From an optimization exercise on the open Yosys and OpenROAD flow, aimed at small area and a short achievable clock period; shortcuts taken in it are not production practice. Only simulation tests tie the RTL to the original design; equivalence was not proved. The clock port is modelled as an ideal driver; clocking choices that lean on that would not hold on a real chip. Power figures rest on the tool's default switching activity, not on a simulated workload.

==> design/flow/design.v <==
`timescale 1ns/1ps
`timescale 1ns/1ps
module keep_therm
(
    input logic [7:0] keep,
    output logic [7:0] therm
);
    logic [7:0] t;
    always_comb begin
        t = keep;
        {t[0], t[1]} = {t[0] | t[1], t[0] & t[1]};
        {t[2], t[3]} = {t[2] | t[3], t[2] & t[3]};
        {t[4], t[5]} = {t[4] | t[5], t[4] & t[5]};
        {t[6], t[7]} = {t[6] | t[7], t[6] & t[7]};
        {t[0], t[2]} = {t[0] | t[2], t[0] & t[2]};
        {t[1], t[3]} = {t[1] | t[3], t[1] & t[3]};
        {t[4], t[6]} = {t[4] | t[6], t[4] & t[6]};
        {t[5], t[7]} = {t[5] | t[7], t[5] & t[7]};
        {t[1], t[2]} = {t[1] | t[2], t[1] & t[2]};
        {t[5], t[6]} = {t[5] | t[6], t[5] & t[6]};
        {t[0], t[4]} = {t[0] | t[4], t[0] & t[4]};
        {t[1], t[5]} = {t[1] | t[5], t[1] & t[5]};
        {t[2], t[6]} = {t[2] | t[6], t[2] & t[6]};
        {t[3], t[7]} = {t[3] | t[7], t[3] & t[7]};
        {t[2], t[4]} = {t[2] | t[4], t[2] & t[4]};
        {t[3], t[5]} = {t[3] | t[5], t[3] & t[5]};
        {t[1], t[2]} = {t[1] | t[2], t[1] & t[2]};
        {t[3], t[4]} = {t[3] | t[4], t[3] & t[4]};
        {t[5], t[6]} = {t[5] | t[6], t[5] & t[6]};
        therm = t;
    end
endmodule
module therm_add
(
    input logic [3:0] lo,
    input logic [7:0] therm,
    output logic [4:0] sum
);
    logic [8:0] e;
    always_comb begin
        e[0] = ~therm[0];
        for (int j = 1; j < 8; j++)
            e[j] = therm[j-1] & ~therm[j];
        e[8] = therm[7];
        sum = '0;
        for (int j = 0; j < 9; j++)
            sum = sum | ({5{e[j]}} & ({1'b0, lo} + 5'(j)));
    end
endmodule
module therm_carry
(
    input logic [3:0] lo,
    input logic [7:0] therm,
    output logic carry
);
    always_comb begin
        carry = 1'b0;
        for (int l = 8; l < 16; l++)
            if (lo == l)
                carry = therm[15-l];
    end
endmodule
module inc_flip
(
    input logic [15:0] hi,
    output logic [15:0] flip
);
    always_comb begin
        flip[0] = 1'b1;
        for (int i = 1; i < 16; i++)
            flip[i] = flip[i-1] & hi[i-1];
    end
endmodule
module cond_inc
(
    input logic [15:0] hi,
    input logic [15:0] flip,
    input logic carry,
    output logic [15:0] hi_nxt
);
    assign hi_nxt = hi ^ (flip & {16{carry}});
endmodule
module size_next
(
    input logic [19:0] size,
    input logic [7:0] keep,
    output logic [19:0] size_nxt
);
    logic [7:0] therm;
    logic [4:0] lo;
    logic carry;
    logic [15:0] flip;
    keep_therm u_therm (.keep(keep), .therm(therm));
    therm_add u_add (.lo(size[3:0]), .therm(therm), .sum(lo));
    therm_carry u_carry (.lo(size[3:0]), .therm(therm), .carry(carry));
    inc_flip u_flip (.hi(size[19:4]), .flip(flip));
    cond_inc u_inc (.hi(size[19:4]), .flip(flip), .carry(carry), .hi_nxt(size_nxt[19:4]));
    assign size_nxt[3:0] = lo[3:0];
endmodule
module fifo_count
(
    input logic [4:0] cnt,
    input logic push,
    input logic pop,
    output logic [4:0] cnt_nxt
);
    logic [4:0] cnt_inc, cnt_dec;
    count_step u_inc (.cnt(cnt), .down(1'b0), .cnt_nxt(cnt_inc));
    count_step u_dec (.cnt(cnt), .down(1'b1), .cnt_nxt(cnt_dec));
    assign cnt_nxt = (push & ~pop) ? cnt_inc : (pop & ~push) ? cnt_dec : cnt;
endmodule
module count_step
(
    input logic [4:0] cnt,
    input logic down,
    output logic [4:0] cnt_nxt
);
    assign cnt_nxt = down ? cnt - 1'b1 : cnt + 1'b1;
endmodule
module rst_or
(
    input logic a,
    input logic b,
    output logic y
);
    assign y = a | b;
endmodule
`timescale 1ns/1ps
module axis_gen
(
    input logic clk,
    input logic rst,
    input logic pause,
    input logic clear,
    output logic timeout,
    input logic [85:0] instr_tdata,
    input logic instr_tvalid,
    output logic instr_tready,
    output logic [63:0] traffic_tdata,
    output logic traffic_tvalid,
    output logic [7:0] traffic_tkeep,
    output logic traffic_tlast,
    output logic [3:0] traffic_tdest,
    input logic traffic_tready
);
    logic go;
    logic [7:0] repeat_cnt;
    logic repeat_zero;           
    logic [7:0] repeat_nxt;
    logic [77:0] instr_reg;
    logic [15:0] timeout_cnt;
    logic timeout_zero;          
    logic instr_en;
    assign go = ~pause & traffic_tready;
    assign instr_en = repeat_zero & go;
    ready_gate u_ready (.repeat_zero(repeat_zero), .pause(pause), .traffic_tready(traffic_tready), .ready(instr_tready));
    always_comb begin
        repeat_nxt = repeat_cnt;
        if (go) begin
            if (~repeat_zero)
                repeat_nxt = repeat_cnt - 1'b1;
            else if (instr_tvalid && instr_tdata[85:78] != 8'd0)
                repeat_nxt = instr_tdata[85:78] - 1'b1;
        end
    end
    always_ff @(posedge clk) begin
        if (rst) begin
            repeat_cnt <= 8'd0;
            repeat_zero <= 1'b1;
        end
        else begin
            repeat_cnt <= repeat_nxt;
            if (go) begin
                if (~repeat_zero)
                    repeat_zero <= repeat_cnt == 8'd1;
                else if (instr_tvalid && instr_tdata[85:78] != 8'd0)
                    repeat_zero <= instr_tdata[85:78] == 8'd1;
            end
        end
    end
    logic instr_en_hi;
    ready_gate u_en_hi (.repeat_zero(repeat_zero), .pause(pause), .traffic_tready(traffic_tready), .ready(instr_en_hi));
    always_ff @(posedge clk) begin
        if (rst)
            instr_reg[38:0] <= '0;
        else if (instr_en)
            instr_reg[38:0] <= instr_tvalid ? instr_tdata[38:0] : 39'd0;
    end
    always_ff @(posedge clk) begin
        if (rst)
            instr_reg[77:39] <= '0;
        else if (instr_en_hi)
            instr_reg[77:39] <= instr_tvalid ? instr_tdata[77:39] : 39'd0;
    end
    logic go_lo, go_hi;
    go_gate u_go_lo (.pause(pause), .traffic_tready(traffic_tready), .go(go_lo));
    go_gate u_go_hi (.pause(pause), .traffic_tready(traffic_tready), .go(go_hi));
    always_ff @(posedge clk) begin
        if (rst)
            traffic_tdata[31:0] <= '0;
        else if (go_lo)
            traffic_tdata[31:0] <= instr_reg[31:0];
    end
    always_ff @(posedge clk) begin
        if (rst)
            traffic_tdata[63:32] <= '0;
        else if (go_hi)
            traffic_tdata[63:32] <= instr_reg[63:32];
    end
    always_ff @(posedge clk) begin
        if (rst) begin
            traffic_tvalid <= 1'b0;
            traffic_tkeep <= '0;
            traffic_tlast <= 1'b0;
            traffic_tdest <= '0;
        end
        else if (go) begin
            traffic_tvalid <= instr_reg[64];
            traffic_tkeep <= instr_reg[72:65];
            traffic_tlast <= instr_reg[73];
            traffic_tdest <= instr_reg[77:74];
        end
    end
    always_ff @(posedge clk) begin
        if (rst | traffic_tready) begin
            timeout_cnt <= 16'hffff;
            timeout_zero <= 1'b0;
        end
        else if (~timeout_zero) begin
            timeout_cnt <= timeout_cnt - 1'b1;
            timeout_zero <= timeout_cnt == 16'd1;
        end
    end
    always_ff @(posedge clk) begin
        if (rst | clear)
            timeout <= 1'b0;
        else if (timeout_zero)
            timeout <= 1'b1;
    end
endmodule
module ready_gate
(
    input logic repeat_zero,
    input logic pause,
    input logic traffic_tready,
    output logic ready
);
    assign ready = repeat_zero & ~pause & traffic_tready;
endmodule
module go_gate
(
    input logic pause,
    input logic traffic_tready,
    output logic go
);
    assign go = ~pause & traffic_tready;
endmodule
`timescale 1ns/1ps
module axis_mon
(
    input logic clk,
    input logic sys_rst,
    input logic clear,
    input logic [63:0] tx_tdata,
    input logic tx_tvalid,
    input logic tx_tready,
    input logic [7:0] tx_tkeep,
    input logic tx_tlast,
    input logic [3:0] tx_tdest,
    input logic [63:0] rx_tdata,
    input logic rx_tvalid,
    input logic rx_tready,
    input logic [7:0] rx_tkeep,
    input logic rx_tlast,
    input logic [3:0] rx_tdest,
    output logic mismatch,
    output logic [19:0] time_cnt,
    output logic [19:0] tx_pkt_cnt,
    output logic [19:0] tx_time_elapsed,
    output logic [19:0] tx_transferred_size,
    output logic [19:0] rx_pkt_cnt,
    output logic [19:0] rx_time_elapsed,
    output logic [19:0] rx_transferred_size,
    output logic [19:0] latency_sum
);
    logic rst_0;
    rst_or u_rst_0 (.a(sys_rst), .b(clear), .y(rst_0));
    logic rst_1;
    rst_or u_rst_1 (.a(sys_rst), .b(clear), .y(rst_1));
    logic rst_2;
    rst_or u_rst_2 (.a(sys_rst), .b(clear), .y(rst_2));
    logic rst_3;
    rst_or u_rst_3 (.a(sys_rst), .b(clear), .y(rst_3));
    logic rst_4;
    rst_or u_rst_4 (.a(sys_rst), .b(clear), .y(rst_4));
    logic rst_5;
    rst_or u_rst_5 (.a(sys_rst), .b(clear), .y(rst_5));
    logic rst_6;
    rst_or u_rst_6 (.a(sys_rst), .b(clear), .y(rst_6));
    logic rst_7;
    rst_or u_rst_7 (.a(sys_rst), .b(clear), .y(rst_7));
    logic tx_hs, rx_hs;
    assign tx_hs = tx_tvalid & tx_tready;
    assign rx_hs = rx_tvalid & rx_tready;
    always_ff @(posedge clk) begin
        if (rst_0)
            time_cnt <= '0;
        else
            time_cnt <= time_cnt + 1'b1;
    end
    logic tx_started, rx_started;
    logic [19:0] tx_run, rx_run;
    always_ff @(posedge clk) begin
        if (rst_1) begin
            tx_started <= 1'b0;
            tx_run <= 20'd1;
            tx_time_elapsed <= '0;
        end
        else begin
            if (tx_hs) begin
                tx_started <= 1'b1;
                tx_time_elapsed <= tx_run;
            end
            if (tx_started)
                tx_run <= tx_run + 1'b1;
        end
    end
    always_ff @(posedge clk) begin
        if (rst_2) begin
            rx_started <= 1'b0;
            rx_run <= 20'd1;
            rx_time_elapsed <= '0;
        end
        else begin
            if (rx_hs) begin
                rx_started <= 1'b1;
                rx_time_elapsed <= rx_run;
            end
            if (rx_started)
                rx_run <= rx_run + 1'b1;
        end
    end
    logic [19:0] tx_size_nxt, rx_size_nxt;
    size_next u_tx_size (.size(tx_transferred_size), .keep(tx_tkeep), .size_nxt(tx_size_nxt));
    size_next u_rx_size (.size(rx_transferred_size), .keep(rx_tkeep), .size_nxt(rx_size_nxt));
    always_ff @(posedge clk) begin
        if (rst_3) begin
            tx_pkt_cnt <= '0;
            tx_transferred_size <= '0;
        end
        else begin
            if (tx_hs & tx_tlast)
                tx_pkt_cnt <= tx_pkt_cnt + 1'b1;
            if (tx_hs)
                tx_transferred_size <= tx_size_nxt;
        end
    end
    logic rst_8;
    rst_or u_rst_8 (.a(sys_rst), .b(clear), .y(rst_8));
    always_ff @(posedge clk) begin
        if (rst_8) begin
            rx_pkt_cnt <= '0;
            rx_transferred_size <= '0;
        end
        else begin
            if (rx_hs & rx_tlast)
                rx_pkt_cnt <= rx_pkt_cnt + 1'b1;
            if (rx_hs)
                rx_transferred_size <= rx_size_nxt;
        end
    end
    localparam int VW = 77;
    logic [VW-1:0] tx_vec, cmp_head;
    logic [VW-1:0] cmp_mem [16];
    logic [4:0] cmp_cnt;
    logic [15:0] cmp_wp, cmp_rp;    
    logic cmp_empty, cmp_one, cmp_full;
    logic cmp_push, cmp_pop, cmp_head_new;
    assign tx_vec = {tx_tdest, tx_tlast, tx_tkeep, tx_tdata};
    assign cmp_push = tx_hs & ~cmp_full;
    assign cmp_pop = rx_hs & ~mismatch & ~cmp_empty;
    assign cmp_head_new = cmp_empty | (cmp_pop & cmp_one);
    logic [4:0] cmp_cnt_nxt;
    fifo_count u_cmp_cnt (.cnt(cmp_cnt), .push(cmp_push), .pop(cmp_pop), .cnt_nxt(cmp_cnt_nxt));
    always_ff @(posedge clk) begin
        if (rst_4) begin
            cmp_empty <= 1'b1;
            cmp_one <= 1'b0;
            cmp_full <= 1'b0;
        end
        else begin
            cmp_empty <= cmp_cnt_nxt == 5'd0;
            cmp_one <= cmp_cnt_nxt == 5'd1;
            cmp_full <= cmp_cnt_nxt == 5'd17;
        end
    end
    always_ff @(posedge clk) begin
        if (rst_4) begin
            cmp_cnt <= '0;
            cmp_wp <= 16'd1;
            cmp_rp <= 16'd1;
        end
        else begin
            cmp_cnt <= cmp_cnt_nxt;
            if (cmp_push & ~cmp_empty)
                cmp_wp <= {cmp_wp[14:0], cmp_wp[15]};
            if (cmp_pop & (~cmp_one | cmp_push))
                cmp_rp <= {cmp_rp[14:0], cmp_rp[15]};
        end
    end
    logic [VW-1:0] cmp_rd;
    always_comb begin
        cmp_rd = '0;
        for (int i = 0; i < 16; i++)
            cmp_rd = cmp_rd | ({VW{cmp_rp[i]}} & cmp_mem[i]);
    end
    always_ff @(posedge clk) begin
        if (cmp_head_new)
            cmp_head <= tx_vec;
        else if (cmp_pop)
            cmp_head <= cmp_rd;
    end
    logic [15:0] cmp_we;
    assign cmp_we = cmp_wp & {16{~cmp_full}};
    always_ff @(posedge clk) begin
        for (int i = 0; i < 16; i++)
            if (cmp_we[i])
                cmp_mem[i] <= tx_vec;
    end
    logic rx_diff;
    always_comb begin
        rx_diff = rx_tkeep != cmp_head[71:64] || rx_tlast != cmp_head[72] || rx_tdest != cmp_head[76:73];
        for (int b = 0; b < 8; b++)
            if (cmp_head[64+b] && rx_tdata[b*8+:8] != cmp_head[b*8+:8])
                rx_diff = 1'b1;
    end
    always_ff @(posedge clk) begin
        if (rst_5)
            mismatch <= 1'b0;
        else if (rx_hs & (rx_diff | cmp_empty))
            mismatch <= 1'b1;
    end
    logic [19:0] lat_mem [16];
    logic [19:0] lat_age, lat_next;
    logic [4:0] lat_cnt;
    logic [15:0] lat_wp;            
    logic [15:0] lat_rp3;           
    logic lat_empty, lat_one, lat_two_up, lat_three_up, lat_full;
    logic lat_in, lat_out, lat_push, lat_pop, lat_head_new;
    assign lat_in = tx_hs & tx_tlast & ~mismatch;
    assign lat_out = rx_hs & rx_tlast & ~mismatch;
    assign lat_push = lat_in & ~lat_full;
    assign lat_pop = lat_out & ~lat_empty;
    assign lat_head_new = lat_empty | (lat_pop & lat_one);
    logic [4:0] lat_cnt_nxt;
    fifo_count u_lat_cnt (.cnt(lat_cnt), .push(lat_push), .pop(lat_pop), .cnt_nxt(lat_cnt_nxt));
    always_ff @(posedge clk) begin
        if (rst_6) begin
            lat_empty <= 1'b1;
            lat_one <= 1'b0;
            lat_three_up <= 1'b0;
            lat_full <= 1'b0;
        end
        else begin
            lat_empty <= lat_cnt_nxt == 5'd0;
            lat_one <= lat_cnt_nxt == 5'd1;
            lat_three_up <= lat_cnt_nxt >= 5'd3;
            lat_full <= lat_cnt_nxt == 5'd17;
        end
    end
    logic [19:0] lat_rd3;
    always_comb begin
        lat_rd3 = '0;
        for (int i = 0; i < 16; i++)
            lat_rd3 = lat_rd3 | ({20{lat_rp3[i]}} & lat_mem[i]);
    end
    always_ff @(posedge clk) begin
        if (rst_6) begin
            lat_cnt <= '0;
            lat_wp <= 16'd1;
            lat_rp3 <= 16'd2;
            lat_age <= 20'hfffff;
        end
        else begin
            lat_cnt <= lat_cnt_nxt;
            if (lat_push & ~lat_empty)
                lat_wp <= {lat_wp[14:0], lat_wp[15]};
            if (lat_pop & (~lat_one | lat_push))
                lat_rp3 <= {lat_rp3[14:0], lat_rp3[15]};
            if (lat_head_new)
                lat_age <= '0;
            else if (lat_pop)
                lat_age <= time_cnt - lat_next;
            else
                lat_age <= lat_age + 1'b1;
        end
    end
    always_ff @(posedge clk) begin
        if (lat_pop & lat_three_up)
            lat_next <= lat_rd3;
        else if (lat_pop | (lat_push & lat_one))
            lat_next <= time_cnt;
    end
    logic [15:0] lat_we;
    assign lat_we = lat_wp & {16{~lat_full}};
    always_ff @(posedge clk) begin
        for (int i = 0; i < 16; i++)
            if (lat_we[i])
                lat_mem[i] <= time_cnt;
    end
    always_ff @(posedge clk) begin
        if (rst_7)
            latency_sum <= '0;
        else if (lat_out)
            latency_sum <= latency_sum + lat_age + 1'b1;
    end
endmodule
`timescale 1ns/1ps
module easyobv_lb
(
    input logic clk,
    input logic rst,
    input logic pause,
    input logic clear,
    output logic timeout,
    input logic [87:0] instr_tdata,
    input logic instr_tvalid,
    output logic instr_tready,
    output logic [63:0] traffic_tdata,
    output logic traffic_tvalid,
    output logic [7:0] traffic_tkeep,
    output logic traffic_tlast,
    output logic [3:0] traffic_tdest,
    input logic traffic_tready,
    input logic [63:0] rx_mon_tdata,
    input logic rx_mon_tvalid,
    input logic rx_mon_tready,
    input logic [7:0] rx_mon_tkeep,
    input logic rx_mon_tlast,
    input logic [3:0] rx_mon_tdest,
    output logic mismatch,
    output logic [19:0] time_cnt,
    output logic [19:0] tx_pkt_cnt,
    output logic [19:0] tx_time_elapsed,
    output logic [19:0] tx_transferred_size,
    output logic [19:0] rx_pkt_cnt,
    output logic [19:0] rx_time_elapsed,
    output logic [19:0] rx_transferred_size,
    output logic [19:0] latency_sum
);
    axis_gen u_axis_gen (
        .clk            (clk),
        .rst            (rst),
        .pause          (pause),
        .clear          (clear),
        .timeout        (timeout),
        .instr_tdata    (instr_tdata[85:0]),
        .instr_tvalid   (instr_tvalid),
        .instr_tready   (instr_tready),
        .traffic_tdata  (traffic_tdata),
        .traffic_tvalid (traffic_tvalid),
        .traffic_tkeep  (traffic_tkeep),
        .traffic_tlast  (traffic_tlast),
        .traffic_tdest  (traffic_tdest),
        .traffic_tready (traffic_tready)
    );
    axis_mon u_axis_mon (
        .clk                 (clk),
        .sys_rst             (rst),
        .clear               (clear),
        .tx_tdata            (traffic_tdata),
        .tx_tvalid           (traffic_tvalid),
        .tx_tready           (traffic_tready),
        .tx_tkeep            (traffic_tkeep),
        .tx_tlast            (traffic_tlast),
        .tx_tdest            (traffic_tdest),
        .rx_tdata            (rx_mon_tdata),
        .rx_tvalid           (rx_mon_tvalid),
        .rx_tready           (rx_mon_tready),
        .rx_tkeep            (rx_mon_tkeep),
        .rx_tlast            (rx_mon_tlast),
        .rx_tdest            (rx_mon_tdest),
        .mismatch            (mismatch),
        .time_cnt            (time_cnt),
        .tx_pkt_cnt          (tx_pkt_cnt),
        .tx_time_elapsed     (tx_time_elapsed),
        .tx_transferred_size (tx_transferred_size),
        .rx_pkt_cnt          (rx_pkt_cnt),
        .rx_time_elapsed     (rx_time_elapsed),
        .rx_transferred_size (rx_transferred_size),
        .latency_sum         (latency_sum)
    );
endmodule
==> design/flow/flow/run.sh <==
#!/bin/bash
# The standard layout, with two changes: plain buf_1 cells as the port buffers instead
# of the delay buffers buffer_ports picks by default, and, after clock tree synthesis,
# the gate that drives the instr_tready port takes its inputs straight from the port
# buffers (eco.tcl) rather than through the buffers placement put after them.
set -euo pipefail
export BUFFER_PORTS_ARGS="-buffer_cell sky130_fd_sc_hd__buf_1"
bash standard.sh cts > standard_cts.log 2>&1
R=orfs/results/sky130hd/easyobv_lb/base
printf 'read_db %s\nsource flow/eco.tcl\nwrite_db %s\n' $R/4_cts.odb $R/4_cts.odb > eco_run.tcl
openroad -no_init -exit eco_run.tcl > eco.log 2>&1
bash standard.sh > standard_finish.log 2>&1
==> design/flow/flow/eco.tcl <==
# Shorten the input-to-output path to instr_tready: its gate takes its inputs
# straight from the port buffers, and the gate and the output buffer are upsized.
proc drv_inst {net} {
  foreach it [$net getITerms] {
    if {[$it isOutputSignal]} { return [$it getInst] }
  }
  return ""
}
proc in_net {inst} {
  foreach it [$inst getITerms] {
    if {[$it isInputSignal] && [$it getNet] != "NULL"} { return [$it getNet] }
  }
  return ""
}
set block [ord::get_db_block]
set obuf [drv_inst [[$block findBTerm instr_tready] getNet]]
set gate [drv_inst [in_net $obuf]]
puts "output buffer [$obuf getName] [[$obuf getMaster] getName], gate [$gate getName] [[$gate getMaster] getName]"
foreach it [$gate getITerms] {
  if {![$it isInputSignal]} continue
  set net [$it getNet]
  set d [drv_inst $net]
  # walk back through buffers to the port buffer
  while {$d != "" && [string match "*buf*" [[$d getMaster] getName]] && ![string match "input*" [$d getName]]} {
    set up [in_net $d]
    set dd [drv_inst $up]
    if {$dd == ""} break
    set net $up
    set d $dd
  }
  if {$net != [$it getNet]} {
    puts "  [$it getMTerm] ([[$it getMTerm] getName]): [[$it getNet] getName] -> [$net getName]"
    $it disconnect
    $it connect $net
  }
}
==> design/flow/standard.sh <==
#!/bin/bash
# synth_recipe.tcl (not shown) runs the flow's synth.tcl, then flattens the netlist and writes it again
# the make line also repeats each setting of config.mk as NAME=value (left out here)
make -C /OpenROAD-flow-scripts/flow DESIGN_CONFIG=/design/flow/config.mk WORK_HOME=/design/flow/orfs CLKGATE_MAP_FILE= SYNTH_SCRIPT=/design/flow/synth_recipe.tcl "${@:-finish}"
==> design/flow/config.mk <==
export PLATFORM = sky130hd
export DESIGN_NAME = easyobv_lb
export DESIGN_NICKNAME = easyobv_lb
export VERILOG_FILES = /design/flow/design.v
export SDC_FILE = /design/flow/constraint.sdc
export NUM_CORES = 4
export LEC_CHECK = 0
export CAP_MARGIN = 20
export CORE_MARGIN = 2
export CORE_UTILIZATION = 75
export CTS_CLUSTER_DIAMETER = 90
export CTS_CLUSTER_SIZE = 28
export SETUP_SLACK_MARGIN = 3.9
export SLEW_MARGIN = 20
export SYNTH_HIERARCHICAL = 1
export SYNTH_MINIMUM_KEEP_SIZE = 0
==> design/flow/constraint.sdc <==
create_clock -name core_clock -period 7.0 [get_ports {clk}]
set_input_delay 1.4000 -clock core_clock [delete_from_list [all_inputs] [get_ports {clk}]]
set_output_delay 1.4000 -clock core_clock [all_outputs]
set_load 0.01 [all_outputs]
==> out/qor.yml, run 1 <==
drt:
  dr.pass1.iters: 8
  vias: 55390
  finalWirelength_um: 222900
  drc: 0
  postRouteAntennaNets: 0
  drt_iter0_drc: 7639
  wl_per_cell_um: 27.79
  viasPerCell: 6.905
run:
  drv_cap: 0
synth:
  synth_area_sq_mm: 0.08350
  avgSynthCellArea_sq_um: 13.53
  netlist_instances: 6172
  yosysWarningCount: 14
worst_setup_path:
  ff2ff_setup_slack_ns: 3.93
  criticalPathCategory: "in2out"
  crit_arrival_ns: 1.82
  cp_max_fo: 2
  startpoint_type: "input pin"
  critPathRequiredTime_ns: 5.60
  critPathCaptureType: "output pin"
global_route:
  grt_pass1_wl_um: 324800
  first_global_vias: 52040
  grt-ovfl-total: 0
  gr-usage-all-layers: 0.3861
  grt_max_degree: 143
  antenna_found_initial: 19
finish:
  drive_gt1_frac: 0.07586
  multi_input_area_sq_mm: 0.02304
  nFillCells: 6155
  syn2layout_area_growth_pct: 7.699
  seq_area_sq_mm: 0.05947
  final_util: 0.8137
  largest_reg_flops: 1232
  nNetsFinal: 6710
sta:
  fin_tns_setup_ns: 0
  hold_viol: 0
  fmax_ghz: 0.3105
  setup_viol: 0
  rsz0062_at_grt: "true"
  clock_skew_ns: 0.02636
  worstMarginPinSlew_ns: 1.149
  slew_viol_final: 0
  layout_min_cycle_time_ns: 3.220
  maxSlewHeadroom: 0.2323
  min_period_over_period: 0.4600
pwr:
  power.density_mw_per_mm2: 224.4
  leakage_nw: 31.71
  vdd.ir_drop.worst_mv: 0.2155
clocking:
  cts_tree: "done"
  path_clk_slew_ns: 0.11
  clock-root-buffer: "clkbuf_16"
  cts_buffers: 86
  cts.path.max_buffers: 3
  clock-sinks: 2136
  htree_levels: 3
  insertion_delay_ns: 0.73
  cts_hold_buf: 0
outcome:
  status: "no timing/DRC/antenna violations"
die:
  dieArea_sq_mm: 0.1140
  core_sq_mm: 0.1105
  io_pins: 414
  die_y_um: 337.7
  die_x_um: 337.7
  initial_utilization: 0.7555
  num_rows: 122
placement:
  portBuffers: 411
  dp_hpwl_um: 121800
  place.gp.congestion: 0.9028
worst_hold_path:
  min_path_type: "reg2reg"
report_power, final:
part	internal, mW	switching, mW
clock network	2.43	3.66
registers	13.5	0.0659
logic	0.196	0.306
total	16.1	4.03
stage by stage:
| stage | setup slack [ns] | area, sq um | hold WS (ns) | total power [mW] | instances |
|---|---|---|---|---|---|
| 6_report | 3.780 | 89930 | 0.4473 | 20.18 | 8022 |
| 5_1_grt | 3.769 | 89920 | 0.4682 | 20.65 | 8020 |
| 4_1_cts | 3.683 | 89420 | 0.4482 | 20.16 | 7998 |
| 3_5_place_dp | 2.423 | 86660 | 0.4389 | 14.35 | 7829 |
| 3_3_place_gp | 2.460 | 86660 | 0.4337 | 14.33 | 7829 |
| 2_1_floorplan | 2.593 | 83680 | 0.4273 | 14.18 | 6188 |
path summary, 6_finish.rpt:
| check | startpoint | endpoint | cells after the start |
|---|---|---|---|
| max | pause | instr_tready | 3 |
| min reg2reg | u_axis_gen.instr_reg[65] | u_axis_gen.traffic_tkeep[0] | 2 |
| max reg2reg | u_axis_mon.time_cnt[10] | u_axis_mon.lat_age[17] | 10 |
| min | u_axis_gen.instr_reg[65] | u_axis_gen.traffic_tkeep[0] | 2 |
final cells by class:
cell class,count,share of cell area
clock buffers,153,0.02731
clock inverters,7,0.0007513
well taps,1488,0.02070
repair buffers,532,0.02957
flip-flops and latches,2136,0.6613
diodes,9,0.0002504
inverters,93,0.003924
multi-input cells,3604,0.2562
cells in the final DEF (no fill, tap or decap), drive strengths merged, types with 82 or more instances in the layout:
| cell type | count |
|---|---|
| nand2 | 547 |
| dfxtp | 487 |
| a21oi | 424 |
| nor2 | 456 |
| a221oi | 105 |
| o21ai | 82 |
| inv | 95 |
| clkbuf | 154 |
| a22o | 105 |
| buf | 531 |
| edfxtp | 1649 |
| nor2b | 96 |
| mux2i | 105 |
| nand3 | 207 |
| xnor2 | 175 |
| a22oi | 573 |
| nand4 | 143 |
| xor2 | 93 |
worst max-delay path, cell delays in order:
cell     delay [ns]
buf_12         0.10
and3b_1        0.20
buf_2          0.13
timing repair:
action	CTS	global route
resized for setup	98	101
buffers inserted	6	13
cloned	3	0
pin swaps	5	12
endpoints found under the setup margin	201	117
routing by layer:
metal	GRT usage	share of wire	routed length (um)
met5	0	0.00044	98
met4	0.1395	0.044	9793
met3	0.08122	0.14	31640
met2	0.6065	0.46	102400
met1	0.5431	0.35	78970
==> run 2, diff against run 1 <==
--- a/design/flow/config.mk
+++ b/design/flow/config.mk
@@ -8,8 +8,8 @@
 export CAP_MARGIN = 20
 export CORE_MARGIN = 2
-export CORE_UTILIZATION = 75
+export CORE_UTILIZATION = 70
 export CTS_CLUSTER_DIAMETER = 90
 export CTS_CLUSTER_SIZE = 28
-export SETUP_SLACK_MARGIN = 3.9
+export SETUP_SLACK_MARGIN = 4.1
 export SLEW_MARGIN = 20
 export SYNTH_HIERARCHICAL = 1
==> run 2 against run 1 <==
  * Still clean
  * Hold slack worse by 0.0075 ns
  * Sequential share of layout area down 0.56 points
  * Non-clock buffer count up 45
  * Via count down 0.65%
  * Critical path depth unchanged
  * Worst setup slack worse by 0.016 ns
  * Sequential power about the same
  * Sequential cell count unchanged
  * Synthesized cell count unchanged
  * Synthesized area unchanged
  * Core utilization down 4.4 points
  * Critical endpoint unchanged
  * Largest cell class unchanged
  * Largest power group unchanged
  * Highest routed layer unchanged
==> out/qor.yml, run 2 <==
sta:
  clock_skew_ns: 0.03867  # +0.01230 ns
  setup_viol: 0  # unchanged
  layout_min_cycle_time_ns: 3.236  # +0.01589 ns
  hold_viol: 0  # unchanged
  rsz0062_at_grt: "true"
  fin_tns_setup_ns: 0  # unchanged
  worstMarginPinSlew_ns: 1.206  # +0.05704 ns
  slew_viol_final: 0  # unchanged
  maxSlewHeadroom: 0.1959  # -0.03640
  min_period_over_period: 0.4623  # +0.002270
  fmax_ghz: 0.3090  # -0.49%
die:
  dieArea_sq_mm: 0.1221  # +7.1%
  die_x_um: 349.4  # +3.5%
  io_pins: 414  # unchanged
  initial_utilization: 0.7062  # -0.04935
  die_y_um: 349.4  # +3.5%
  num_rows: 126  # +3.3%
  core_sq_mm: 0.1182  # +7.0%
synth:
  netlist_instances: 6172  # unchanged
  yosysWarningCount: 14  # unchanged
  avgSynthCellArea_sq_um: 13.53  # unchanged
  synth_area_sq_mm: 0.08350  # unchanged
pwr:
  power.density_mw_per_mm2: 223.2  # -0.53%
  leakage_nw: 32.14  # +1.4%
  vdd.ir_drop.worst_mv: 0.1951  # -9.5%
clocking:
  htree_levels: 3  # unchanged
  cts_hold_buf: 0  # unchanged
  path_clk_slew_ns: 0.11  # about the same
  cts_tree: "done"
  cts.path.max_buffers: 3  # unchanged
  insertion_delay_ns: 0.73  # about the same
  cts_buffers: 87  # +1.2%
  clock-sinks: 2136  # unchanged
  clock-root-buffer: "clkbuf_16"
worst_setup_path:
  ff2ff_setup_slack_ns: 4.15  # +0.22 ns
  cp_max_fo: 2  # unchanged
  r2r_end: "u_axis_mon.cmp_mem[4][38]"
  critPathCaptureType: "output pin"
  startpoint_type: "input pin"
  r2r_cells: 4  # -6
  timing.rr.start: "u_axis_mon.cmp_full"
  criticalPathCategory: "in2out"
  critPathRequiredTime_ns: 5.60  # about the same
  crit_arrival_ns: 1.84  # +0.02 ns
finish:
  largest_reg_flops: 1232  # unchanged
  mostFrequentLayoutCell: "edfxtp_1"
  nNetsFinal: 6757  # +0.70%
  stdcell_area_sq_mm: 0.09103  # +1.2%
  nFillCells: 7305  # +19%
  drive_gt1_frac: 0.09206  # +0.01620
  mostFrequentLayoutCells: "edfxtp_1 (1,649), a22oi_1 (573), nand2_1 (523), nor2_1 (446), a21oi_1 (397)"
  syn2layout_area_growth_pct: 9.018
worst_hold_path:
  holdPathStages: 2  # unchanged
  hp-start: "u_axis_gen.instr_reg[74]"
  min_path_type: "reg2reg"
  hold_end: "u_axis_gen.traffic_tdest[0]"
drt:
  dr.pass1.iters: 6  # -2
  drt_iter0_drc: 7373  # -3.5%
  viasPerCell: 6.782  # -1.8%
  wl_per_cell_um: 28.01  # +0.81%
  vias: 55030  # -0.65%
  drc: 0  # unchanged
  finalWirelength_um: 227300  # +2.0%
  postRouteAntennaNets: 0  # unchanged
global_route:
  grt-ovfl-total: 0  # unchanged
  grt_pass1_wl_um: 328000  # +0.98%
  antenna_found_initial: 19  # unchanged
  gr-usage-all-layers: 0.3643  # -0.02179
  grt_max_degree: 155  # +8.4%
  first_global_vias: 50950  # -2.1%
placement:
  placed_cell_area_sq_mm: 0.08681  # +0.17%
  dp_hpwl_um: 124600  # +2.3%
  portBuffers: 411  # unchanged
  place.gp.congestion: 0.8525  # -5.6%
outcome:
  status: "no timing/DRC/antenna violations"
run:
  drv_cap: 0  # unchanged
-- run 2: report_power, final --
part | leakage (nW) | internal, mW | switching, mW
combinational | 8.76 | 0.208 | 0.318
sequential | 22.2 | 13.5 | 0.0643
clock | 1.23 | 2.50 | 3.74
-- run 2: worst max-delay path by stage --
stage	from	endpoint	slack, ns	cells past startpoint
2_1_floorplan	rx_mon_tkeep[3]	u_axis_mon.rx_transferred_size[13]	3.43	13
3_3_place_gp	traffic_tready	u_axis_mon.lat_wp[1]	2.46	8
3_5_place_dp	traffic_tready	u_axis_mon.lat_wp[8]	2.45	8
4_1_cts	traffic_tready	instr_tready	3.70	4
5_1_grt	pause	instr_tready	3.75	3
6_report	pause	instr_tready	3.76	3
-- run 2: final cells by class --
type	instances	area, sq um	share of cell area
repair buffers	577	3234	0.03553
flip-flops and latches	2136	59690	0.6557
multi-input cells	3605	23210	0.2550
clock buffers	155	2517	0.02766
inverters	93	351.6	0.003862
clock inverters	6	92.59	0.001017
well taps	1536	1922	0.02111
diodes	6	15.01	0.0001649
-- run 2: routing by layer --
metal	vias to the layer above	share of wire	global-route usage
met1	26980	0.38	0.5406
met4	16	0.032	0.1064
met3	428	0.13	0.06272
met2	3662	0.45	0.5632
met5	-	0.00046	0
li1	23940	-	-
-- run 2: worst max-delay path, stage by stage --
cell and delay, ns:
buf_12 0.10, and3b_1 0.21, buf_2 0.13
-- run 2: metrics by stage --
stage,instances,util,setup WS (ns),power (mW),hold slack [ns]
after global routing,8113,0.7699,3.752,20.80,0.4737
after global placement,7889,0.7342,2.456,14.34,0.4338
after CTS,8077,0.7637,3.699,20.32,0.4425
after detailed placement,7889,0.7342,2.453,14.35,0.4394
after floorplan,6188,-,3.430,14.18,0.4273
final,8114,0.7699,3.764,20.32,0.4397
-- run 2: timing repair --
| item | in CTS | in global routing |
|---|---|---|
| gates cloned | 5 | 3 |
| pin swaps | 9 | 28 |
| resized for setup | 276 | 123 |
| endpoints found under the hold margin | 0 | 0 |
| setup buffers | 22 | 27 |
| setup endpoints to repair | 306 | 260 |
==> run 3, diff against run 2 <==
--- a/design/flow/config.mk
+++ b/design/flow/config.mk
@@ -11,5 +11,5 @@
 export CTS_CLUSTER_DIAMETER = 90
 export CTS_CLUSTER_SIZE = 28
-export SETUP_SLACK_MARGIN = 4.1
+export SETUP_SLACK_MARGIN = 3.7
 export SLEW_MARGIN = 20
 export SYNTH_HIERARCHICAL = 1
==> run 3 against run 2 <==
  * Clock skew down 0.0082 ns
  * Sequential share of layout area up 0.80 points
  * Non-clock buffer count shrank 49
  * Still clean on timing, DRC and antenna
  * Critical endpoint unchanged
  * Critical path type unchanged
  * Maximum frequency is 1.4% lower
  * Via count fell by 1.0%
  * Sequential power barely moved
==> out/qor.yml, run 3 <==
worst_setup_path:
  crit_arrival_ns: 1.88  # +0.04 ns
  startpoint_type: "input pin"
  r2r_cells: 12  # +8
  critPathCaptureType: "output pin"
  crit_chain: "buf_6 > and3b_1 > buf_2"
  cp_top_family: "buffers and inverters"
  cp_slowest_cell: "and3b_1"
  cp_max_fo: 9  # +7
  slowest_delay_ns: 0.22  # about the same
  criticalPathCategory: "in2out"
  crit_cells: 3  # unchanged
  critPathRequiredTime_ns: 5.60  # about the same
  critPathBufInv: 2  # unchanged
  ff2ff_setup_slack_ns: 3.92  # -0.23 ns
placement:
  place.gp.congestion: 0.8522  # about the same
  dp_hpwl_um: 121800  # -2.3%
  dp_slack_ns: 2.188  # -0.2648 ns
  portBuffers: 411  # unchanged
global_route:
  met2_usage: 0.5716  # +0.008422
  grt.busiest_layer: "met2"
  met3_usage: 0.07378  # +0.01106
  grt-ovfl-total: 0  # unchanged
  gr-usage-all-layers: 0.3593  # -0.005026
  grt_max_degree: 107  # -31%
  antenna_found_initial: 12  # -7
  first_global_vias: 51410  # +0.90%
  grt_util_met1: 0.5106  # -0.03003
  grt_pass1_wl_um: 324700  # -1.0%
pwr:
  leakage_nw: 31.46  # -2.1%
  power.density_mw_per_mm2: 225.2  # +0.92%
  vdd.ir_drop.worst_mv: 0.2250  # +15%
drt:
  drt_iter0_drc: 7100  # -3.7%
  dr.pass1.iters: 6  # unchanged
  postRouteAntennaNets: 0  # unchanged
  finalWirelength_um: 221700  # -2.5%
  drc: 0  # unchanged
  vias: 54470  # -1.0%
  viasPerCell: 6.763  # -0.27%
  wl_per_cell_um: 27.53  # -1.7%
synth:
  synth_area_sq_mm: 0.08350  # unchanged
  netlist_instances: 6172  # unchanged
  yosysWarningCount: 14  # unchanged
  avgSynthCellArea_sq_um: 13.53  # unchanged
clocking:
  cts_tree: "done"
  clock-sinks: 2136  # unchanged
  cts_buffers: 86  # -1.1%
  cts.path.max_buffers: 3  # unchanged
  cts_hold_buf: 0  # unchanged
  path_clk_slew_ns: 0.10  # about the same
  clock-root-buffer: "clkbuf_16"
  htree_levels: 3  # unchanged
  insertion_delay_ns: 0.74  # about the same
sta:
  finalWorstSetupSlack_ns: 3.719  # -0.04463 ns
  clock_skew_ns: 0.03045  # -0.008215 ns
  maxSlewHeadroom: 0.2514  # +0.05546
  slew_viol_final: 0  # unchanged
  rsz0062_at_grt: "true"
  fin_tns_setup_ns: 0  # unchanged
  worstMarginPinSlew_ns: 1.123  # -0.08318 ns
  layout_min_cycle_time_ns: 3.281  # +0.04463 ns
  setup_viol: 0  # unchanged
  fmax_ghz: 0.3048  # -1.4%
  hold_viol: 0  # unchanged
  min_period_over_period: 0.4687  # +0.006376
die:
  die_y_um: 349.4  # unchanged
  core_sq_mm: 0.1182  # unchanged
  dieArea_sq_mm: 0.1221  # unchanged
  num_rows: 126  # unchanged
  die_x_um: 349.4  # unchanged
  initial_utilization: 0.7062  # unchanged
  io_pins: 414  # unchanged
finish:
  mostFrequentLayoutCell: "edfxtp_1"
  mostFrequentLayoutCells: "edfxtp_1 (1,649), a22oi_1 (573), nand2_1 (529), dfxtp_1 (455), nor2_1 (452)"
  nFillCells: 7460  # +2.1%
  largest_reg_flops: 1232  # unchanged
  syn2layout_area_growth_pct: 7.110
  nNetsFinal: 6705  # -0.77%
  drive_gt1_frac: 0.05911  # -0.03294
outcome:
  status: "no timing/DRC/antenna violations"
worst_hold_path:
  min_path_type: "reg2reg"
  holdPathStages: 2  # unchanged
run:
  drv_cap: 0  # unchanged
==> run 3: where the power goes <==
group,internal (mW),switching (mW)
clock network,2.38,3.70
logic,0.189,0.300
registers,13.5,0.0668
==> run 3: stage by stage <==
step	std cells	instance area [sq um]	power (mW)	hold slack, ns	util
global route	8051	89430	20.62	0.4619	0.7563
finish	8054	89440	20.14	0.4529	0.7564
global placement	7890	86780	14.34	0.4354	0.7339
detailed placement	7890	86780	14.35	0.4430	0.7339
CTS	8046	89310	20.18	0.4523	0.7554
floorplan	6188	83600	14.18	0.4273	-
==> run 3: final timing paths <==
| path | startpoint | endpoint |
|---|---|---|
| setup / recovery | pause | instr_tready |
| hold / removal | u_axis_gen.instr_reg[71] | u_axis_gen.traffic_tkeep[6] |
| setup reg to reg | u_axis_gen.traffic_tkeep[1] | u_axis_mon.tx_transferred_size[19] |
| hold reg to reg | u_axis_gen.instr_reg[71] | u_axis_gen.traffic_tkeep[6] |
==> run 3: layout make-up <==
class	instances	area, sq um	share of cell area
Timing Repair Buffer	528	2479	0.02771
Tap cell	1536	1922	0.02149
Inverter	93	349.1	0.003903
Sequential cell	2136	59360	0.6637
Clock inverter	11	117.6	0.001315
Antenna cell	5	12.51	0.0001399
Multi-Input combinational cell	3603	22840	0.2553
Clock buffer	142	2362	0.02641
==> run 3: worst register-to-register path, cell delays in order, from the launching register on <==
cell and delay, ns:
dfxtp_1 0.32, buf_4 0.30, nand4_1 0.26, a31oi_1 0.23, nor2_1 0.08, o21ai_0 0.46
mux2i_1 0.17, a311oi_2 0.40, buf_4 0.30, nand2_1 0.10, xnor2_1 0.17, nand2_1 0.09
a21oi_1 0.13
==> run 3: repair_timing <==
item                                   CTS  global route
setup endpoints to repair              145            83
resized for setup                       21            36
cloned                                   1             1
endpoints found under the hold margin    0             0
setup buffers                            2             2
pin swaps                                2             5
==> run 3: layer usage <==
| metal | vias up | wire [um] |
|---|---|---|
| li1 | 23780 | - |
| met4 | 16 | 6959 |
| met1 | 26740 | 84150 |
| met3 | 454 | 28280 |
| met5 | - | 108 |
| met2 | 3478 | 102200 |
==> run 4, diff against run 3 <==
--- a/design/flow/config.mk
+++ b/design/flow/config.mk
@@ -11,5 +11,5 @@
 export CTS_CLUSTER_DIAMETER = 90
 export CTS_CLUSTER_SIZE = 28
-export SETUP_SLACK_MARGIN = 3.7
+export SETUP_SLACK_MARGIN = 3.8
 export SLEW_MARGIN = 20
 export SYNTH_HIERARCHICAL = 1
==> run 4 against run 3 <==
  * Still clean
  * First-iteration DRC count up 4.7%
  * Worst setup slack better by 0.061 ns
  * Total power up 0.34%
  * Global-route usage down 0.17 points
  * Combinational power about the same
  * Sequential power about the same
  * Clock skew about the same
  * Largest cell class unchanged
  * Largest power group unchanged
  * Highest routed layer unchanged
==> out/qor.yml, run 4 <==
clocking:
  cts.path.max_buffers: 3  # unchanged
  htree_levels: 3  # unchanged
  insertion_delay_ns: 0.72  # -0.02 ns
  clock-sinks: 2136  # unchanged
  cts_tree: "done"
  cts_hold_buf: 0  # unchanged
  clock-root-buffer: "clkbuf_16"
  path_clk_slew_ns: 0.10  # about the same
  cts_buffers: 86  # unchanged
drt:
  dr.pass1.iters: 6  # unchanged
  wl_per_cell_um: 27.53  # about the same
  vias: 54360  # -0.21%
  viasPerCell: 6.758  # about the same
  postRouteAntennaNets: 0  # unchanged
  finalWirelength_um: 221500  # -0.12%
  drt_iter0_drc: 7435  # +4.7%
  drc: 0  # unchanged
die:
  dieArea_sq_mm: 0.1221  # unchanged
  core_sq_mm: 0.1182  # unchanged
  initial_utilization: 0.7062  # unchanged
  io_pins: 414  # unchanged
  die_y_um: 349.4  # unchanged
  num_rows: 126  # unchanged
  die_x_um: 349.4  # unchanged
worst_setup_path:
  timing.rr.start: "u_axis_mon.cmp_full"
  cp_slowest_cell: "and3b_1"
  cp_max_fo: 2  # -7
  crit_path_end: "instr_tready"
  criticalPathCategory: "in2out"
  r2r_cells: 3  # -9
  startpoint_type: "input pin"
  r2r_end: "u_axis_mon.cmp_mem[5][57]"
  critPathLaunch: "pause"
  critPathBufInv: 2  # unchanged
  ff2ff_setup_slack_ns: 3.88  # -0.04 ns
  slowest_delay_ns: 0.19  # -0.03 ns
  crit_cells: 3  # unchanged
  cp_top_family: "buffers and inverters"
  crit_arrival_ns: 1.82  # -0.06 ns
  crit_chain: "buf_12 > and3b_1 > buf_2"
  critPathCaptureType: "output pin"
  critPathRequiredTime_ns: 5.60  # about the same
synth:
  netlist_instances: 6172  # unchanged
  avgSynthCellArea_sq_um: 13.53  # unchanged
  yosysWarningCount: 14  # unchanged
  synth_area_sq_mm: 0.08350  # unchanged
finish:
  largest_reg_flops: 1232  # unchanged
  nNetsFinal: 6696  # -0.13%
  drive_gt1_frac: 0.06411  # +0.005002
  fin_cells: 8043  # -0.14%
  mostFrequentLayoutCell: "edfxtp_1"
  stdcell_area_sq_mm: 0.08954  # +0.11%
  syn2layout_area_growth_pct: 7.232
  mostFrequentLayoutCells: "edfxtp_1 (1,649), a22oi_1 (573), nand2_1 (528), nor2_1 (452), dfxtp_1 (418)"
global_route:
  gr-usage-all-layers: 0.3576  # -0.001739
  grt.busiest_layer: "met2"
  grt_max_degree: 155  # +45%
  first_global_vias: 50890  # -1.0%
  antenna_found_initial: 8  # -4
  met3_usage: 0.06921  # -0.004571
  grt_pass1_wl_um: 323300  # -0.43%
  met2_usage: 0.5685  # -0.003118
  grt_util_met1: 0.5127  # +0.002167
  grt-ovfl-total: 0  # unchanged
pwr:
  leakage_nw: 31.48  # about the same
  p_clk_frac: 0.304  # +0.003
  swShare: 0.2005  # -0.001252
  p_int_mw: 16.16  # +0.50%
  pwr-share-seq: 0.672  # -0.002
  vdd.ir_drop.worst_mv: 0.1844  # -18%
  combPwrFrac: 0.024  # about the same
  power.density_mw_per_mm2: 225.8  # +0.23%
  p_switching_mw: 4.053  # -0.28%
placement:
  placed_cell_area_sq_mm: 0.08672  # about the same
  dp_hpwl_um: 121500  # -0.23%
  place.gp.congestion: 0.8700  # +2.1%
  portBuffers: 411  # unchanged
  place_inst: 7881  # -0.11%
sta:
  setup_viol: 0  # unchanged
  maxSlewHeadroom: 0.2288  # -0.02260
  layout_min_cycle_time_ns: 3.219  # -0.06127 ns
  worstMarginPinSlew_ns: 1.154  # +0.03146 ns
  min_period_over_period: 0.4599  # -0.008753
  whs_ns: 0.4487  # -0.004185 ns
  fmax_ghz: 0.3106  # +1.9%
  clock_skew_ns: 0.03057  # +0.0001224 ns
  fin_tns_setup_ns: 0  # unchanged
  slew_viol_final: 0  # unchanged
  rsz0062_at_grt: "true"
  hold_viol: 0  # unchanged
run:
  drv_cap: 0  # unchanged
outcome:
  status: "no timing/DRC/antenna violations"
worst_hold_path:
  min_path_type: "reg2reg"
-- run 4: changes by cell type in the layout (fill, tap and decap cells not counted), sizes merged --
cell | before | now
buf | 522 | 514
clkbuf | 148 | 153
inv | 100 | 95
diode | 5 | 3
clkinv | 4 | 3
-- run 4: worst min-delay path by stage --
stage                        startpoint  cells after the start                           to
2_1_floorplan  u_axis_gen.instr_reg[64]                      2    u_axis_gen.traffic_tvalid
3_3_place_gp   u_axis_gen.instr_reg[67]                      2  u_axis_gen.traffic_tkeep[2]
3_5_place_dp   u_axis_gen.instr_reg[68]                      2  u_axis_gen.traffic_tkeep[3]
4_1_cts        u_axis_gen.instr_reg[68]                      2  u_axis_gen.traffic_tkeep[3]
5_1_grt        u_axis_gen.instr_reg[72]                      2  u_axis_gen.traffic_tkeep[7]
6_report       u_axis_gen.instr_reg[68]                      2  u_axis_gen.traffic_tkeep[3]
-- run 4: power groups by stage --
stage / combinational [mW] / clock (mW) / sequential (mW)
after CTS: 0.481 / 6.17 / 13.6
after global placement: 0.466 / 0 / 13.9
after global routing: 0.540 / 6.58 / 13.6
after floorplan: 0.330 / 0 / 13.9
after detailed placement: 0.475 / 0 / 13.9
final: 0.491 / 6.14 / 13.6
-- run 4: final cells by class --
class / count / area [sq um]
antenna: 3 / 7.507
clock buffer: 148 / 2470
clock inverter: 5 / 65.06
fill: 7466 / 28700
inverter: 93 / 349.1
multi-input combinational: 3603 / 22880
sequential: 2136 / 59410
tap: 1536 / 1922
timing repair buffer: 519 / 2436
-- run 4: metal layers --
metal,wire (um),up-vias
met5,71,-
met4,7075,10
met2,102200,3503
met3,28060,424
li1,-,23750
met1,84030,26670
-- run 4: through the flow --
stage | util | power, mW | worst slack [ns]
final | 0.7573 | 20.21 | 3.781
after global routing | 0.7572 | 20.71 | 3.758
after CTS | 0.7557 | 20.23 | 3.675
after detailed placement | 0.7334 | 14.35 | 2.254
after global placement | 0.7334 | 14.34 | 2.318
after floorplan | - | 14.18 | 2.381
-- run 4: timing repair --
item | in CTS | in global routing
pin swaps | 3 | 6
gates cloned | 1 | 1
gates resized for setup | 44 | 65
endpoints found under the setup margin | 158 | 68
setup buffers | 2 | 2
-- run 4: worst register-to-register path, stage by stage (launching register included) --
cell	delay [ns]
dfxtp_2	0.60
nor2b_4	0.70
buf_4	0.61
buf_4	0.76
==> run 5, diff against run 4 <==
--- a/design/flow/config.mk
+++ b/design/flow/config.mk
@@ -9,7 +9,7 @@
 export CORE_MARGIN = 2
 export CORE_UTILIZATION = 70
-export CTS_CLUSTER_DIAMETER = 90
-export CTS_CLUSTER_SIZE = 28
-export SETUP_SLACK_MARGIN = 3.8
+export CTS_CLUSTER_DIAMETER = 80
+export CTS_CLUSTER_SIZE = 24
+export SETUP_SLACK_MARGIN = 3.9
 export SLEW_MARGIN = 20
 export SYNTH_HIERARCHICAL = 1
==> run 5 against run 4 <==
  * Synthesized cell count is the same
  * Maximum frequency shrank 0.11%
  * Cell count grew 0.70%
  * Clock skew grew 0.014 ns
  * Core utilization grew 0.80 points
  * Die area is the same
  * Hold slack lost 0.0062 ns
  * Global-route usage grew 0.38 points
  * Total power grew 2.6%
  * Synthesized area is the same
  * Count of clock-buffer cells in the layout grew 30
  * Largest power group unchanged
==> out/qor.yml, run 5 <==
global_route:
  gr-usage-all-layers: 0.3614  # +0.003810
  met3_usage: 0.07144  # +0.002232
  antenna_found_initial: 11  # +3
  grt-ovfl-total: 0  # unchanged
  grt.busiest_layer: "met2"
  grt_max_degree: 155  # unchanged
  grt_util_met1: 0.5163  # +0.003604
  grt_pass1_wl_um: 327000  # +1.2%
  first_global_vias: 51630  # +1.4%
  met2_usage: 0.5688  # about the same
die:
  die_x_um: 349.4  # unchanged
  io_pins: 414  # unchanged
  die_y_um: 349.4  # unchanged
  core_sq_mm: 0.1182  # unchanged
  num_rows: 126  # unchanged
  initial_utilization: 0.7062  # unchanged
  dieArea_sq_mm: 0.1221  # unchanged
drt:
  viasPerCell: 6.778  # +0.29%
  wl_per_cell_um: 27.68  # +0.54%
  dr.pass1.iters: 6  # unchanged
  finalWirelength_um: 224200  # +1.2%
  drt_iter0_drc: 7106  # -4.4%
  vias: 54890  # +0.99%
  drc: 0  # unchanged
  postRouteAntennaNets: 0  # unchanged
synth:
  netlist_instances: 6172  # unchanged
  yosysWarningCount: 14  # unchanged
  synth_area_sq_mm: 0.08350  # unchanged
  avgSynthCellArea_sq_um: 13.53  # unchanged
clocking:
  cts.path.max_buffers: 3  # unchanged
  htree_levels: 3  # unchanged
  cts_tree: "done"
  cts_buffers: 100  # +16%
  insertion_delay_ns: 0.75  # +0.03 ns
  clock-root-buffer: "clkbuf_16"
  path_clk_slew_ns: 0.09  # about the same
  cts_hold_buf: 0  # unchanged
  clock-sinks: 2136  # unchanged
finish:
  syn2layout_area_growth_pct: 8.363
  mostFrequentLayoutCells: "edfxtp_1 (1,649), a22oi_1 (573), nand2_1 (523), nor2_1 (452)"
  largest_reg_flops: 1232  # unchanged
  mostFrequentLayoutCell: "edfxtp_1"
  drive_gt1_frac: 0.07963  # +0.01552
  nFillCells: 7330  # -1.8%
  nNetsFinal: 6726  # +0.45%
pwr:
  p_switching_mw: 4.161  # +2.7%
  p_int_mw: 16.59  # +2.6%
  p_clk_frac: 0.321  # +0.017
  leakage_nw: 32.00  # +1.7%
  swShare: 0.2005  # about the same
  power.density_mw_per_mm2: 229.3  # +1.6%
  combPwrFrac: 0.024  # about the same
  vdd.ir_drop.worst_mv: 0.2403  # +30%
  pwr-share-seq: 0.655  # -0.017
sta:
  layout_min_cycle_time_ns: 3.223  # +0.003420 ns
  worstMarginPinSlew_ns: 1.206  # +0.05127 ns
  fmax_ghz: 0.3103  # -0.11%
  rsz0062_at_grt: "true"
  slew_viol_final: 0  # unchanged
  maxSlewHeadroom: 0.1962  # -0.03255
  setup_viol: 0  # unchanged
  fin_tns_setup_ns: 0  # unchanged
  clock_skew_ns: 0.04461  # +0.01403 ns
  hold_viol: 0  # unchanged
  finalWorstSetupSlack_ns: 3.777  # -0.003420 ns
  min_period_over_period: 0.4604  # +0.0004886
  whs_ns: 0.4425  # -0.006179 ns
worst_setup_path:
  startpoint_type: "input pin"
  cp_max_fo: 2  # unchanged
  critPathCaptureType: "output pin"
  crit_arrival_ns: 1.82  # about the same
  critPathRequiredTime_ns: 5.60  # about the same
  criticalPathCategory: "in2out"
outcome:
  status: "no timing/DRC/antenna violations"
placement:
  place.gp.congestion: 0.8997  # +3.4%
  portBuffers: 411  # unchanged
  dp_hpwl_um: 121000  # -0.36%
  dp_slack_ns: 2.633  # +0.3792 ns
run:
  drv_cap: 0  # unchanged
worst_hold_path:
  min_path_type: "reg2reg"
==> run 5: power by group through the flow <==
stage / logic [mW] / registers [mW] / clock network (mW)
floorplan: 0.330 / 13.9 / 0
global placement: 0.467 / 13.9 / 0
detailed placement: 0.477 / 13.9 / 0
CTS: 0.486 / 13.6 / 6.72
global route: 0.557 / 13.6 / 7.14
finish: 0.506 / 13.6 / 6.66
==> run 5: final timing paths <==
kind,from,to,slack (ns),depth (start not counted)
setup reg to reg,u_axis_mon.time_cnt[0],u_axis_mon.lat_age[12],4.03,13
hold / removal,u_axis_gen.instr_reg[72],u_axis_gen.traffic_tkeep[7],0.44,2
hold reg to reg,u_axis_gen.instr_reg[72],u_axis_gen.traffic_tkeep[7],0.44,2
setup / recovery,pause,instr_tready,3.78,3
==> run 5: stage by stage <==
step	utilization	std cells	instance area, sq um	power, mW
4_1_cts	0.7609	8071	89970	20.78
6_report	0.7652	8099	90480	20.75
3_5_place_dp	0.7336	7878	86740	14.35
5_1_grt	0.7652	8096	90470	21.28
3_3_place_gp	0.7336	7878	86740	14.34
2_1_floorplan	-	6188	83680	14.18
==> run 5: critical path, stage by stage <==
cell and delay [ns]:
buf_12 0.10, and3b_1 0.20, buf_2 0.13
==> run 5: cell type report <==
type	instances	area, sq um	share of cell area
antenna	8	20.02	0.0002213
sequential	2136	59470	0.6572
multi-input combinational	3605	23060	0.2548
clock buffer	178	2903	0.03208
timing repair buffer	533	2643	0.02921
inverter	93	349.1	0.003858
tap	1536	1922	0.02124
clock inverter	10	120.1	0.001328
==> run 5: routing by layer <==
layer | routed length (um) | part of all wire | up-vias
met3 | 28100 | 0.13 | 464
li1 | - | - | 23880
met2 | 104000 | 0.46 | 3435
met4 | 7748 | 0.035 | 8
met1 | 84280 | 0.38 | 27110
met5 | 54 | 0.00024 | -
==> run 5: what timing repair did <==
action	4_1_cts	5_1_grt
pin swaps	5	25
buffers inserted	2	19
cloned	3	1
resized for setup	102	97
endpoints found under the setup margin	207	128

## afterwards: timing with drivers on the ports
The results above use ideal ports. As a check the final layouts listed here were re-extracted and re-timed, cells and wires unchanged.
Step 1 assumes that a clkbuf_16 drives the clock port and a buf_2 every other input.
Step 2 moves the port delays by t, midway between the first and last clock arrival at a register: inputs arrive t later, outputs are due t later. That takes back most of the time a late clock gives input paths.
Three values: ideal, step 1, step 2; two values: the first two.
run	shift t [ns]	setup slack, ns	worst register clock-pin slew, ns	worst slew at a driven data input, ns
run 1	0.794	3.780 / 3.714 / 3.085	0.11 / 0.11	0.13
run 2	0.799	3.764 / 3.717 / 3.190	0.11 / 0.11	0.16
run 3	0.802	3.719 / 3.688 / 2.955	0.11 / 0.11	0.16
run 4	0.788	3.781 / 3.732 / 3.087	0.11 / 0.11	0.09
run 5	0.803	3.777 / 3.729 / 3.097	0.10 / 0.10	0.18
After both steps every run listed still meets setup and hold. For run 3, which loses most, drivers alone change the setup slack by -0.031 ns; drivers and shift together by -0.764 ns.
